Background: an optimization exercise with open tools, aiming at small area, a short achievable clock period and few clock cycles per item. Do not read the settings as production practice. Function was checked by simulation only, so behaviour that the tests miss may differ from the original.

the previous run:
## M_accelerator_wrapper
module M_accelerator_wrapper (
    input  wire        clk_i,
    input  wire        rst_i,
    input  wire [6:0]  opcode_i,
    input  wire [2:0]  funct3_i,
    input  wire [6:0]  funct7_i,
    input  wire [31:0] op_A_i,
    input  wire [31:0] op_B_i,
    output wire [31:0] result_o,
    output wire        stall_o,
    output wire        division_by_zero_o
);
    localparam ST_MUL  = 2'd0;
    localparam ST_PREP = 2'd1;
    localparam ST_STEP = 2'd2;
    localparam ST_FIX  = 2'd3;
    localparam OS_LO = 2'd0;
    localparam OS_HI = 2'd1;
    localparam OS_R  = 2'd2;
    reg        busy_q;
    reg [1:0]  st_q;
    reg [4:0]  oh_q;     
    reg [3:0]  bo_q;     
    reg [3:0]  bt_q;
    reg [3:0]  bn_q;
    reg [3:0]  cnt_q;    
    reg        frem_q;
    reg        fneg_q;
    reg        dbz_q;
    reg        dpos_q;   
    reg [1:0]  osel_q;
    reg [32:0] a_q;      
    reg [34:0] b_q;      
    reg [63:0] p_q;      
    wire       is_m, is_mul, a_neg, b_neg, b_zero, early, swap;
    wire [4:0] top_a, top_b;
    m_issue ISSUE (
        .opcode_i (opcode_i),
        .funct3_i (funct3_i),
        .funct7_i (funct7_i),
        .op_A_i   (op_A_i),
        .op_B_i   (op_B_i),
        .is_m     (is_m),
        .is_mul   (is_mul),
        .a_neg    (a_neg),
        .b_neg    (b_neg),
        .b_zero   (b_zero),
        .early    (early),
        .swap     (swap),
        .top_a    (top_a),
        .top_b    (top_b)
    );
    wire [40:0] ax = {{8{a_neg}}, op_A_i, 1'b0};
    wire [40:0] bx = {{8{b_neg}}, op_B_i, 1'b0};
    wire [40:0] mx = {{8{b_q[32]}}, b_q[31:0], 1'b0};
    wire [8:0]  chunk_issue = swap ?
        (({9{top_a[4]}} & ax[40:32]) | ({9{top_a[3]}} & ax[32:24]) | ({9{top_a[2]}} & ax[24:16]) |
         ({9{top_a[1]}} & ax[16:8])  | ({9{top_a[0]}} & ax[8:0])) :
        (({9{top_b[4]}} & bx[40:32]) | ({9{top_b[3]}} & bx[32:24]) | ({9{top_b[2]}} & bx[24:16]) |
  ...
Size: ~160 flip-flops.
==> module m_div_step, before the edit <==
module m_div_step (
    input  wire [31:0] r,
    input  wire [34:0] dc,
    input  wire        cin,        
    output wire [31:0] r_next,
    output wire        q1,
    output wire        q2
);
    wire [35:0] x   = {4'b0000, r};
    wire [35:0] d1  = {dc[34], dc};
    wire [35:0] d2  = {dc[34], dc[34], dc[34:1]};
    wire [35:0] t1  = x + d1 + {35'd0, cin};
    wire [35:0] t2a = x + d2 + {35'd0, cin};
    wire [35:0] cs  = x ^ d1 ^ d2;
    wire [35:0] cc  = {((x[34:0] & d1[34:0]) | (x[34:0] & d2[34:0]) | (d1[34:0] & d2[34:0])), cin};
    wire [35:0] t2b = cs + cc + {35'd0, cin};
    assign q1       = ~t1[35];
    wire   q2a      = ~t2a[35];
    wire   q2b      = ~t2b[35];
    assign q2       = q1 ? q2b : q2a;
    assign r_next   = q1 ? (q2b ? t2b[31:0] : t1[31:0]) : (q2a ? t2a[31:0] : r);
endmodule
clock: 10.0 ns
lec_check: 0
abc_area: 1
cap_margin: 20
core_margin: 2
core_utilization: 45
setup_slack_margin: 5
slew_margin: 20
tns_end_percent: 0
standard.sh (not shown) runs the stock make flow with config.mk's settings and CLKGATE_MAP_FILE= SYNTH_SCRIPT=/design/flow/synth_recipe.tcl, a recipe that flattens the netlist after the stock synthesis.
==> flow/flow/run.sh <==
#!/bin/bash
# The standard layout, with the port buffers made from buf_2 instead of the
# cell buffer_ports picks by default (a slow delay buffer on sky130hd).
set -euo pipefail
bash standard.sh "BUFFER_PORTS_ARGS=-buffer_cell sky130_fd_sc_hd__buf_2" finish > flow_standard.log 2>&1
Testbench counts of the previous run, summed over its fixed seeds: cycles 11,867, ops 3,200.
Relative to the previous run, the following input files were edited for the current run:
==> flow/design.v, changed modules only <==
module m_div_step (
    input  wire [31:0] r,
    input  wire [34:0] dc,
    input  wire        cin,        
    output wire [31:0] r_next,
    output wire        q1,
    output wire        q2
);
    wire [35:0] d1   = {dc[34], dc};
    wire [35:0] d2   = {dc[34], dc[34], dc[34:1]};
    wire [35:0] t1   = {4'b0000, r} + d1 + {35'd0, cin};
    assign      q1   = ~t1[35];
    wire [31:0] r1   = q1 ? t1[31:0] : r;
    wire [35:0] t2   = {4'b0000, r1} + d2 + {35'd0, cin};
    assign      q2   = ~t2[35];
    assign r_next    = q2 ? t2[31:0] : r1;
endmodule
### Flow results
- Worst hold margin is higher on the current run
- The previous run reports its main combinational cell family by area after synthesis as compound AO/OA/AOI/OAI gates while the current run reports simple AND/OR/NAND/NOR gates.
- | depth of the worst register-to-register path | the current run vs the previous run | about 13% higher |
- The current run: done, clean on timing, DRC and antenna
- Delta (the current run minus the previous run): portion of the layout cell area used by clock cells about even; number of inserted filler cells in the final layout -about 6%; overall track demand over capacity in global routing shows an increase of 2.5 points; number of gates resized after CTS went down; cell area went down by about 4.4%.
- Diff the previous run..the current run | number of nets with antenna violations after routing | unchanged
Testbench counts of the current run, summed over its fixed seeds: cycles 11,867, ops 3,200.

========
## MS
Another version of the RTL of M_accelerator_wrapper (not shown whole).
Size: roughly 5500 cells after synthesis, ~160 flip-flops, ~120 I/O pins.
==> module M_accelerator_wrapper, before the edit <==
module M_accelerator_wrapper (
    input  wire        clk_i,
    input  wire        rst_i,
    input  wire [6:0]  opcode_i,
    input  wire [2:0]  funct3_i,
    input  wire [6:0]  funct7_i,
    input  wire [31:0] op_A_i,
    input  wire [31:0] op_B_i,
    output wire [31:0] result_o,
    output wire        stall_o,
    output wire        division_by_zero_o
);
    localparam ST_MUL  = 2'd0;
    localparam ST_PREP = 2'd1;
    localparam ST_STEP = 2'd2;
    localparam ST_FIX  = 2'd3;
    localparam OS_LO = 2'd0;
    localparam OS_HI = 2'd1;
    localparam OS_R  = 2'd2;
    reg        busy_q;
    reg [1:0]  st_q;
    reg [4:0]  oh_q;     
    reg [3:0]  bo_q;     
    reg [3:0]  bt_q;
    reg [3:0]  bn_q;
    reg [3:0]  cnt_q;    
    reg        frem_q;
    reg        fneg_q;
    reg        dbz_q;
    reg        dpos_q;   
    reg [1:0]  osel_q;
    reg [32:0] a_q;      
    reg [34:0] b_q;      
    reg [63:0] p_q;      
    wire       is_m, is_mul, a_neg, b_neg, b_zero, early, swap;
    wire [4:0] top_a, top_b;
    m_issue ISSUE (
        .opcode_i (opcode_i),
        .funct3_i (funct3_i),
        .funct7_i (funct7_i),
        .op_A_i   (op_A_i),
        .op_B_i   (op_B_i),
        .is_m     (is_m),
        .is_mul   (is_mul),
        .a_neg    (a_neg),
        .b_neg    (b_neg),
        .b_zero   (b_zero),
        .early    (early),
        .swap     (swap),
        .top_a    (top_a),
        .top_b    (top_b)
    );
    wire [40:0] ax = {{8{a_neg}}, op_A_i, 1'b0};
    wire [40:0] bx = {{8{b_neg}}, op_B_i, 1'b0};
    wire [40:0] mx = {{8{b_q[32]}}, b_q[31:0], 1'b0};
    wire [8:0]  chunk_issue = swap ?
        (({9{top_a[4]}} & ax[40:32]) | ({9{top_a[3]}} & ax[32:24]) | ({9{top_a[2]}} & ax[24:16]) |
         ({9{top_a[1]}} & ax[16:8])  | ({9{top_a[0]}} & ax[8:0])) :
        (({9{top_b[4]}} & bx[40:32]) | ({9{top_b[3]}} & bx[32:24]) | ({9{top_b[2]}} & bx[24:16]) |
         ({9{top_b[1]}} & bx[16:8])  | ({9{top_b[0]}} & bx[8:0]));
    wire [8:0]  chunk_next = ({9{oh_q[4]}} & mx[32:24]) | ({9{oh_q[3]}} & mx[24:16]) |
                             ({9{oh_q[2]}} & mx[16:8])  | ({9{oh_q[1]}} & mx[8:0]);
    wire [8:0]  chunk = busy_q ? chunk_next : chunk_issue;
    wire [3:0]  one, two, neg;
    m_booth_enc BOOTH (
        .chunk (chunk),
        .one   (one),
        .two   (two),
        .neg   (neg)
    );
    wire [63:0] p_mul;
    m_mul_step MUL (
        .mc    (a_q),
        .one   (bo_q),
        .two   (bt_q),
        .neg   (bn_q),
        .p_q   (p_q),
        .p_mul (p_mul)
    );
    wire        fixing  = busy_q & (st_q == ST_FIX);
    wire [31:0] neg_src = fixing ? (frem_q ? a_q[31:0] : p_q[31:0]) : op_A_i;
    wire [31:0] neg_val = -neg_src;
    wire [31:0] abs_a   = a_neg ? neg_val : op_A_i;
    wire [34:0] d_align;
    wire [3:0]  cnt_init;
    m_div_align ALIGN (
        .abs_a   (a_q[31:0]),
        .b_q     (b_q[33:0]),
        .d_align (d_align),
        .cnt     (cnt_init)
    );
    wire [31:0] r2d;
    wire        q1, q2;
    m_div_step STEP (
        .r      (a_q[31:0]),
        .dc     (b_q),
        .cin    (dpos_q),
        .r_next (r2d),
        .q1     (q1),
        .q2     (q2)
    );
    always @(posedge clk_i or posedge rst_i) begin
        if (rst_i) begin
            busy_q <= 1'b0;
        end else if (!busy_q) begin
            busy_q <= is_m & (is_mul | ~early);
        end else begin
            case (st_q)
                ST_MUL:  if (oh_q[0]) busy_q <= 1'b0;
                ST_PREP: ;
                ST_STEP: if (cnt_q == 4'd0 && !fneg_q) busy_q <= 1'b0;
                default: busy_q <= 1'b0;
            endcase
        end
    end
    always @(posedge clk_i) begin
        bo_q <= one;
        bt_q <= two;
        bn_q <= neg;
        oh_q <= busy_q ? {1'b0, oh_q[4:1]} : (swap ? top_a : top_b);
        cnt_q <= (st_q == ST_PREP) ? cnt_init : cnt_q - 4'd1;
        p_q[63:32] <= busy_q ? p_mul[63:32] : (is_mul ? 32'd0 : op_A_i);
        if (!busy_q)
            p_q[31:0] <= {32{~is_mul & b_zero}};
        else begin
            case (st_q)
                ST_MUL:  p_q[31:0] <= p_mul[31:0];
                ST_PREP: p_q[31:0] <= 32'd0;
                ST_STEP: p_q[31:0] <= {p_q[29:0], q1, q2};
                default: p_q[31:0] <= neg_val;
            endcase
        end
    end
    always @(posedge clk_i) begin
        if (!busy_q) begin
            st_q    <= is_mul ? ST_MUL : ST_PREP;
            frem_q  <= funct3_i[1];
            fneg_q  <= funct3_i[1] ? a_neg : (a_neg ^ b_neg);
            dbz_q   <= ~is_mul & b_zero;
            dpos_q  <= ~b_neg;
            if (is_mul) begin
                osel_q <= (funct3_i[1:0] == 2'b00) ? OS_LO : OS_HI;
                a_q    <= swap ? {b_neg, op_B_i} : {a_neg, op_A_i};
                b_q    <= swap ? {2'b00, a_neg, op_A_i} : {2'b00, b_neg, op_B_i};
            end else begin
                osel_q <= funct3_i[1] ? (early ? OS_HI : OS_R) : OS_LO;
                a_q    <= {1'b0, abs_a};
                b_q    <= {2'b00, b_neg, op_B_i};
            end
        end else begin
            case (st_q)
                ST_MUL: ;
                ST_PREP: begin
                    st_q    <= ST_STEP;
                    b_q     <= d_align;
                end
                ST_STEP: begin
                    a_q       <= {1'b0, r2d};
                    b_q       <= {b_q[34], b_q[34], b_q[34:2]};
                    if (cnt_q == 4'd0) st_q <= ST_FIX;
                end
                default: a_q[31:0] <= neg_val;
            endcase
        end
    end
    assign stall_o            = busy_q;
    assign division_by_zero_o = dbz_q;
    assign result_o           = (osel_q == OS_LO) ? p_q[31:0] :
                                (osel_q == OS_HI) ? p_q[63:32] : a_q[31:0];
endmodule
Settings: LEC_CHECK=0, ABC_AREA=1, CAP_MARGIN=20, CORE_MARGIN=2, CORE_UTILIZATION=38, SETUP_SLACK_MARGIN=5, SLEW_MARGIN=20, TNS_END_PERCENT=0; clock period 10.0 ns.
==> flow/flow/run.sh <==
#!/bin/bash
# The standard layout with two changes to how it is made: the port buffers
# are buf_2 instead of the slow delay buffer buffer_ports picks by default,
# and synthesis leaves adders to abc instead of mapping them to the
# library's full/half-adder cells (registers are untouched by either).
set -euo pipefail
bash standard.sh "BUFFER_PORTS_ARGS=-buffer_cell sky130_fd_sc_hd__buf_2" "ADDER_MAP_FILE=" finish > flow_standard.log 2>&1
Testbench counts of MS, summed over its fixed seeds: cycles 11,867, ops 3,200.
Relative to MS, the following input files were edited for AL:
-- flow/design.v --
<<< MS, line 264
    end
    always @(posedge clk_i) begin
        bo_q <= one;
        bt_q <= two;
        bn_q <= neg;
        oh_q <= busy_q ? {1'b0, oh_q[4:1]} : (swap ? top_a : top_b);
        cnt_q <= (st_q == ST_PREP) ? cnt_init : cnt_q - 4'd1;
        p_q[63:32] <= busy_q ? p_mul[63:32] : (is_mul ? 32'd0 : op_A_i);
        if (!busy_q)
            p_q[31:0] <= {32{~is_mul & b_zero}};
        else begin
            case (st_q)
                ST_MUL:  p_q[31:0] <= p_mul[31:0];
                ST_PREP: p_q[31:0] <= 32'd0;
                ST_STEP: p_q[31:0] <= {p_q[29:0], q1, q2};
                default: p_q[31:0] <= neg_val;
            endcase
        end
    end
    always @(posedge clk_i) begin
        if (!busy_q) begin
            st_q    <= is_mul ? ST_MUL : ST_PREP;
>>> AL, line 264
    end
    always @(posedge clk_i) begin
        if (!busy_q) begin
            st_q    <= is_mul ? ST_MUL : ST_PREP;
<<< MS, line 288
            dbz_q   <= ~is_mul & b_zero;
            dpos_q  <= ~b_neg;
            if (is_mul) begin
                osel_q <= (funct3_i[1:0] == 2'b00) ? OS_LO : OS_HI;
                a_q    <= swap ? {b_neg, op_B_i} : {a_neg, op_A_i};
                b_q    <= swap ? {2'b00, a_neg, op_A_i} : {2'b00, b_neg, op_B_i};
            end else begin
                osel_q <= funct3_i[1] ? (early ? OS_HI : OS_R) : OS_LO;
                a_q    <= {1'b0, abs_a};
                b_q    <= {2'b00, b_neg, op_B_i};
            end
        end else begin
            case (st_q)
                ST_MUL: ;
                ST_PREP: begin
                    st_q    <= ST_STEP;
                    b_q     <= d_align;
                end
                ST_STEP: begin
                    a_q       <= {1'b0, r2d};
                    b_q       <= {b_q[34], b_q[34], b_q[34:2]};
                    if (cnt_q == 4'd0) st_q <= ST_FIX;
                end
                default: a_q[31:0] <= neg_val;
            endcase
        end
>>> AL, line 270
            dbz_q   <= ~is_mul & b_zero;
            dpos_q  <= ~b_neg;
            oh_q    <= swap ? top_a : top_b;
            bo_q    <= one;
            bt_q    <= two;
            bn_q    <= neg;
            if (is_mul) begin
                osel_q <= (funct3_i[1:0] == 2'b00) ? OS_LO : OS_HI;
                a_q    <= swap ? {b_neg, op_B_i} : {a_neg, op_A_i};
                b_q    <= swap ? {2'b00, a_neg, op_A_i} : {2'b00, b_neg, op_B_i};
                p_q    <= 64'd0;
            end else begin
                osel_q <= funct3_i[1] ? (early ? OS_HI : OS_R) : OS_LO;
                a_q    <= {1'b0, abs_a};
                b_q    <= {2'b00, b_neg, op_B_i};
                p_q    <= {op_A_i, {32{b_zero}}};
            end
        end else begin
            case (st_q)
                ST_MUL: begin
                    oh_q    <= {1'b0, oh_q[4:1]};
                    bo_q    <= one;
                    bt_q    <= two;
                    bn_q    <= neg;
                    p_q     <= p_mul;
                end
                ST_PREP: begin
                    st_q    <= ST_STEP;
                    b_q     <= d_align;
                    cnt_q   <= cnt_init;
                end
                ST_STEP: begin
                    a_q       <= {1'b0, r2d};
                    b_q       <= {b_q[34], b_q[34], b_q[34:2]};
                    p_q[31:0] <= {p_q[29:0], q1, q2};
                    cnt_q     <= cnt_q - 4'd1;
                    if (cnt_q == 4'd0) st_q <= ST_FIX;
                end
                default: begin
                    if (frem_q) a_q[31:0] <= neg_val;
                    else        p_q[31:0] <= neg_val;
                end
            endcase
        end
## What came out
Changes observed in AL relative to MS: met3 track demand over resource in global routing increased by 1.2 points relative to the old numbers; design area increased by 1800 um2 relative to the old numbers; hold slack increased by 0.16 ns relative to the old numbers; synthesized instance count decreased by 67 relative to the old numbers; number of cells on the worst hold path decreased by 1 relative to the old numbers.
| total wire length | AL vs MS | worse |
AL: non-clock inverter instance count of the final layout is 17 lower than what MS reported.
Between MS and AL, the total nets after synthesis is lower for AL.
Testbench counts of AL, summed over its fixed seeds: cycles 11,867, ops 3,200.

static timing again, ports no longer ideal:
No port has a modelled driver above. Below, the same layouts with a new extraction and two added sets of constraints. Step 1 assumes that a clkbuf_16 drives the clock port and a buf_2 every other input. Step 2 also shifts input and output timing later by t, the mid clock arrival at the registers, as if the neighbouring blocks saw the same clock. a / b / c = ideal / step 1 / step 2; a / b = the first two.
run	t (ns)	setup WS [ns]	clock arrival spread, ns	slew at the worst register clock pin (ns)	cell pins on the clock port's net
the previous run	0.564	3.999 / 3.999 / 3.503	0.019 / 0.019	0.08 / 0.08	1
the current run	0.575	3.097 / 3.097 / 2.754	0.017 / 0.017	0.08 / 0.08	1
MS	0.529	4.275 / 4.295 / 3.783	0.010 / 0.010	0.07 / 0.07	1
AL	0.543	4.355 / 4.398 / 3.855	0.017 / 0.016	0.08 / 0.08	1
After both steps setup and hold are still met in every run listed. The setup slack of AL, which loses most, moves by +0.043 ns with the drivers and by -0.500 ns with both steps.
